Context: an optimization exercise on an open-source flow, tuned for small area. The choices shown serve that exercise and are no tape-out recipe. No activity file was given, so power comes from the tool's default toggle rates.

==> module lab5, before the edit <==
module lab5 (input clk, SWO, input [15:0] IR_in, output logic [3:0] OPCODE, output logic [7:0] PC, alu_out, W_REG);
localparam logic [2:0] IF0 = 3'd0, ID = 3'd1, FD = 3'd2, EX = 3'd3, RWB = 3'd4, IF = 3'd5, ID0 = 3'd6;
logic [2:0] state;
logic [3:0] OP, RA, RB, RD;
logic [7:0] A, B;
logic ph;
logic [7:0] S0 [0:7];
logic [7:0] S1 [0:7];
assign OP = IR_in[15:12];
assign RA = IR_in[11:8];
assign RB = IR_in[7:4];
assign RD = IR_in[3:0];
assign OPCODE = OP;
logic [7:0] ap, aq, asum;
logic [8:0] ac;
logic ge_s;
logic [7:0] div_x;
always_comb begin
  if (state == IF) begin
    ap = PC;
    aq = (OP == 4'd14 && ge_s) ? {4'b0, RD} : 8'd1;
    ac[0] = 1'b0;
  end else begin
    case (OP)
      4'd5:    ap = A & {8{B[0]}};
      4'd6:    ap = div_x;
      4'd7:    ap = 8'h00;
      4'd8:    ap = 8'hFF;
      default: ap = A;
    endcase
    case (OP)
      4'd3:    aq = {4'b0, RB};
      4'd4, 4'd6, 4'd14: aq = ~B;
      4'd5:    aq = (A << 1) & {8{B[1]}};
      default: aq = B;
    endcase
    ac[0] = (OP == 4'd4) || (OP == 4'd6) || (OP == 4'd7) || (OP == 4'd14);
  end
  for (int i = 0; i < 8; i++) begin
    asum[i] = ap[i] ^ aq[i] ^ ac[i];
    ac[i+1] = (ap[i] & aq[i]) | (ap[i] & ac[i]) | (aq[i] & ac[i]);
  end
end
logic [7:0] mul;
always_comb begin
  logic [7:0] acc, row;
  logic c;
  acc = asum;
  for (int i = 2; i < 8; i++) begin
    row = (A << i) & {8{B[i]}};
    c = 1'b0;
    for (int j = i; j < 8; j++) begin
      logic s;
      s = acc[j] ^ row[j] ^ c;
      c = (acc[j] & row[j]) | (acc[j] & c) | (row[j] & c);
      acc[j] = s;
    end
  end
  mul = acc;
end
logic [7:0] quo;
always_comb begin
  logic [7:0] r, x, d;
  logic [8:0] c;
  logic bnz;
  r = 8'b0;
  for (int k = 7; k >= 1; k--) begin
    x = {r[6:0], A[k]};
    c[0] = 1'b1;
    for (int i = 0; i < 8 - k; i++) begin
      d[i] = x[i] ^ ~B[i] ^ c[i];
      c[i+1] = (x[i] & ~B[i]) | (x[i] & c[i]) | (~B[i] & c[i]);
    end
    quo[k] = c[8-k] && ((B >> (8 - k)) == 8'b0);
    r = 8'b0;
    for (int i = 0; i < 8 - k; i++) r[i] = quo[k] ? d[i] : x[i];
  end
  div_x = {r[6:0], A[0]};
  quo[0] = ac[8];
  bnz = |B;
  quo = quo & {8{bnz}};
end
always_comb begin
  case (OP)
    4'd1:  alu_out = {RA, RB};
    4'd2, 4'd3, 4'd4, 4'd7, 4'd8: alu_out = asum;
    4'd5:  alu_out = mul;
    4'd6:  alu_out = quo;
    4'd9:  alu_out = ~(ap | aq);
    4'd10: alu_out = ~(ap & aq);
    4'd11: alu_out = ap ^ aq;
    4'd12: alu_out = ~aq;
    default: alu_out = 8'b0;
  endcase
  if (state == IF) alu_out = W_REG;
end
logic wr;
assign wr = (state == EX || state == RWB) && (RD[0] != ph) && !(OP == 4'd13 || OP == 4'd14 || OP == 4'd15);
always_ff @(posedge clk) ge_s <= ac[8];
logic [7:0] pc_next;
assign pc_next = (OP == 4'd13) ? {RA, RB} : asum;
logic clr;
assign clr = (state == IF0) || (state == ID0);
logic [7:0] rda, rdb;
always_comb begin
  rda = (RA[0] ^ ph) ? S1[RA[3:1]] : S0[RA[3:1]];
  rdb = (RB[0] ^ ph) ? S1[RB[3:1]] : S0[RB[3:1]];
end
always_ff @(posedge clk or posedge SWO) begin
  if (SWO) begin
    state <= IF0;
    PC <= 8'b0;
    W_REG <= 8'b0;
    A <= 8'b0;
    B <= 8'b0;
    ph <= 1'b0;
  end else begin
    W_REG <= alu_out;
    A <= clr ? 8'b0 : rda;
    B <= clr ? 8'b0 : rdb;
    ph <= ~ph;
    if (state == IF) PC <= pc_next;
    case (state)
      IF0:     state <= ID0;
      IF:      state <= ID;
      ID, ID0: state <= FD;
      FD:      state <= EX;
      EX:      state <= RWB;
      default: state <= (OP == 4'd0) ? RWB : IF;
    endcase
  end
end
logic [7:0] ld, hold;
always_comb
  for (int m = 0; m < 8; m++) begin
    ld[m] = wr && RD[3:1] == 3'(m);
    hold[m] = !ld[m] && !clr;
  end
always_ff @(posedge clk) begin
  for (int m = 0; m < 8; m++) begin
    S1[m] <= S0[m];
    S0[m] <= (W_REG & {8{ld[m]}}) | (S1[m] & {8{hold[m]}});
  end
end
endmodule
clock: 17.0 ns
lec_check: 0
abc_area: 1
cap_margin: 20
cell_pad_in_sites_detail_placement: 1
cell_pad_in_sites_global_placement: 1
core_margin: 2
core_utilization: 35
slew_margin: 20
standard.sh (not shown) runs the stock make flow with config.mk's settings and CLKGATE_MAP_FILE= SYNTH_SCRIPT=/design/flow/synth_recipe.tcl, a recipe that flattens the netlist after the stock synthesis.
==> flow/flow/run.sh <==
#!/bin/bash
# Own layout flow: the standard flow (standard.sh) with three changes.
#  - Synthesis maps the logic with an area-oriented ABC script (flow/abc_area.script)
#    and without Yosys's full-adder extraction; registers are mapped exactly as in the
#    standard synthesis (same script, same dfflibmap step).
#  - Port buffers use the smallest buffer cell.
#  - Clock tree synthesis uses small clock buffers and no dummy loads.
# Each make call's full output goes to a log file in the work folder.
set -euo pipefail
W=$PWD
rm -rf "$W/scripts_area"
cp -r "$FLOW_HOME/scripts" "$W/scripts_area"
cp "$W/flow/abc_area.script" "$W/scripts_area/abc_area.script"
KNOBS=(SCRIPTS_DIR="$W/scripts_area" ADDER_MAP_FILE= ABC_AREA=1
  BUFFER_PORTS_ARGS="-buffer_cell sky130_fd_sc_hd__buf_1"
  CTS_ARGS="-sink_clustering_enable -repair_clock_nets -dont_use_dummy_load -buf_list sky130_fd_sc_hd__clkbuf_8")
bash standard.sh "${KNOBS[@]}" synth > "$W/log_synth.txt" 2>&1
bash standard.sh "${KNOBS[@]}" finish > "$W/log_layout.txt" 2>&1
==> flow/flow/abc_area.script <==
strash
dch -f
&get -n
&dch -f
&nf -R 1000
&put
topo
Next try:
--- a/flow/design.v
+++ b/flow/design.v
@@ -12,76 +12,60 @@
 assign RD = IR_in[3:0];
 assign OPCODE = OP;
 logic [7:0] ap, aq, asum;
 logic [8:0] ac;
 logic ge_s;
-logic [7:0] div_x;
+logic [7:0] md_x;
 always_comb begin
   if (state == IF) begin
     ap = PC;
     aq = (OP == 4'd14 && ge_s) ? {4'b0, RD} : 8'd1;
     ac[0] = 1'b0;
   end else begin
     case (OP)
-      4'd5:    ap = A & {8{B[0]}};
-      4'd6:    ap = div_x;
+      4'd5, 4'd6: ap = md_x;
       4'd7:    ap = 8'h00;
       4'd8:    ap = 8'hFF;
       default: ap = A;
     endcase
     case (OP)
       4'd3:    aq = {4'b0, RB};
       4'd4, 4'd6, 4'd14: aq = ~B;
-      4'd5:    aq = (A << 1) & {8{B[1]}};
+      4'd5:    aq = A & {8{B[0]}};
       default: aq = B;
     endcase
     ac[0] = (OP == 4'd4) || (OP == 4'd6) || (OP == 4'd7) || (OP == 4'd14);
   end
   for (int i = 0; i < 8; i++) begin
     asum[i] = ap[i] ^ aq[i] ^ ac[i];
     ac[i+1] = (ap[i] & aq[i]) | (ap[i] & ac[i]) | (aq[i] & ac[i]);
   end
 end
-logic [7:0] mul;
+logic is_div;
+logic [7:0] quo, mul;
+assign is_div = OP == 4'd6;
 always_comb begin
-  logic [7:0] acc, row;
-  logic c;
-  acc = asum;
-  for (int i = 2; i < 8; i++) begin
-    row = (A << i) & {8{B[i]}};
-    c = 1'b0;
-    for (int j = i; j < 8; j++) begin
-      logic s;
-      s = acc[j] ^ row[j] ^ c;
-      c = (acc[j] & row[j]) | (acc[j] & c) | (row[j] & c);
-      acc[j] = s;
-    end
-  end
-  mul = acc;
-end
-logic [7:0] quo;
-always_comb begin
-  logic [7:0] r, x, d;
+  logic [7:0] r, x, q, d;
   logic [8:0] c;
-  logic bnz;
   r = 8'b0;
   for (int k = 7; k >= 1; k--) begin
-    x = {r[6:0], A[k]};
-    c[0] = 1'b1;
+    x = {r[6:0], A[k] & is_div};
+    c[0] = is_div;
     for (int i = 0; i < 8 - k; i++) begin
-      d[i] = x[i] ^ ~B[i] ^ c[i];
-      c[i+1] = (x[i] & ~B[i]) | (x[i] & c[i]) | (~B[i] & c[i]);
+      q[i] = is_div ? ~B[i] : (A[i] & B[k]);
+      d[i] = x[i] ^ q[i] ^ c[i];
+      c[i+1] = (x[i] & q[i]) | (x[i] & c[i]) | (q[i] & c[i]);
     end
     quo[k] = c[8-k] && ((B >> (8 - k)) == 8'b0);
     r = 8'b0;
-    for (int i = 0; i < 8 - k; i++) r[i] = quo[k] ? d[i] : x[i];
+    for (int i = 0; i < 8 - k; i++) r[i] = (quo[k] || !is_div) ? d[i] : x[i];
   end
-  div_x = {r[6:0], A[0]};
+  md_x = {r[6:0], A[0] & is_div};
   quo[0] = ac[8];
-  bnz = |B;
-  quo = quo & {8{bnz}};
+  quo = quo & {8{|B}};
 end
+assign mul = asum;
 always_comb begin
   case (OP)
     4'd1:  alu_out = {RA, RB};
     4'd2, 4'd3, 4'd4, 4'd7, 4'd8: alu_out = asum;
     4'd5:  alu_out = mul;
With this change the flow finished but fails on setup timing.
Die area went down by 2.9%.
Cell count hardly moves.
Global-route usage went up by 1.1 points.
Total power went down by 25%.
Final area went up by 5.2%.
Area after synthesis went down by 3.0%.
Worst setup slack degrades by 1000 ps.
Wire length went up by about 1.2%.
Sequential power went up by about 2%.
Clock power went down by about 3%.
Critical path depth went down by 11.
Sequential share of layout area went down by 1.7 points.
Function was not checked in any run of this note: the RTL went through the layout flow alone.

[separate check: timing with driven ports]
How much do the figures lean on ideal ports? The routed layouts below were timed once more, with nothing changed but the port constraints.
Step 1, drivers: a clkbuf_16 drives clk and a buf_2 each remaining input, both assumed.
Step 2 adds t to the input delays and takes it off the output delays; t is the mean of the earliest and latest rising clock arrival at the registers after step 1. Input paths then give back, and output paths get back, about the clock's delay inside the block.
a / b / c = no drivers / after step 1 / after step 2; a / b = the first two.
run	t, ns	slack for setup (ns)	worst data-port slew with drivers (ns)	pins driven straight from the clock port
the first run	0.476	0.671 / 0.628 / 1.104	0.03	1
the second run	0.490	-0.353 / -0.385 / -0.385	0.04	1
The setup slack of the second run, which loses most, moves by -0.032 ns with the drivers and by -0.032 ns with both steps.
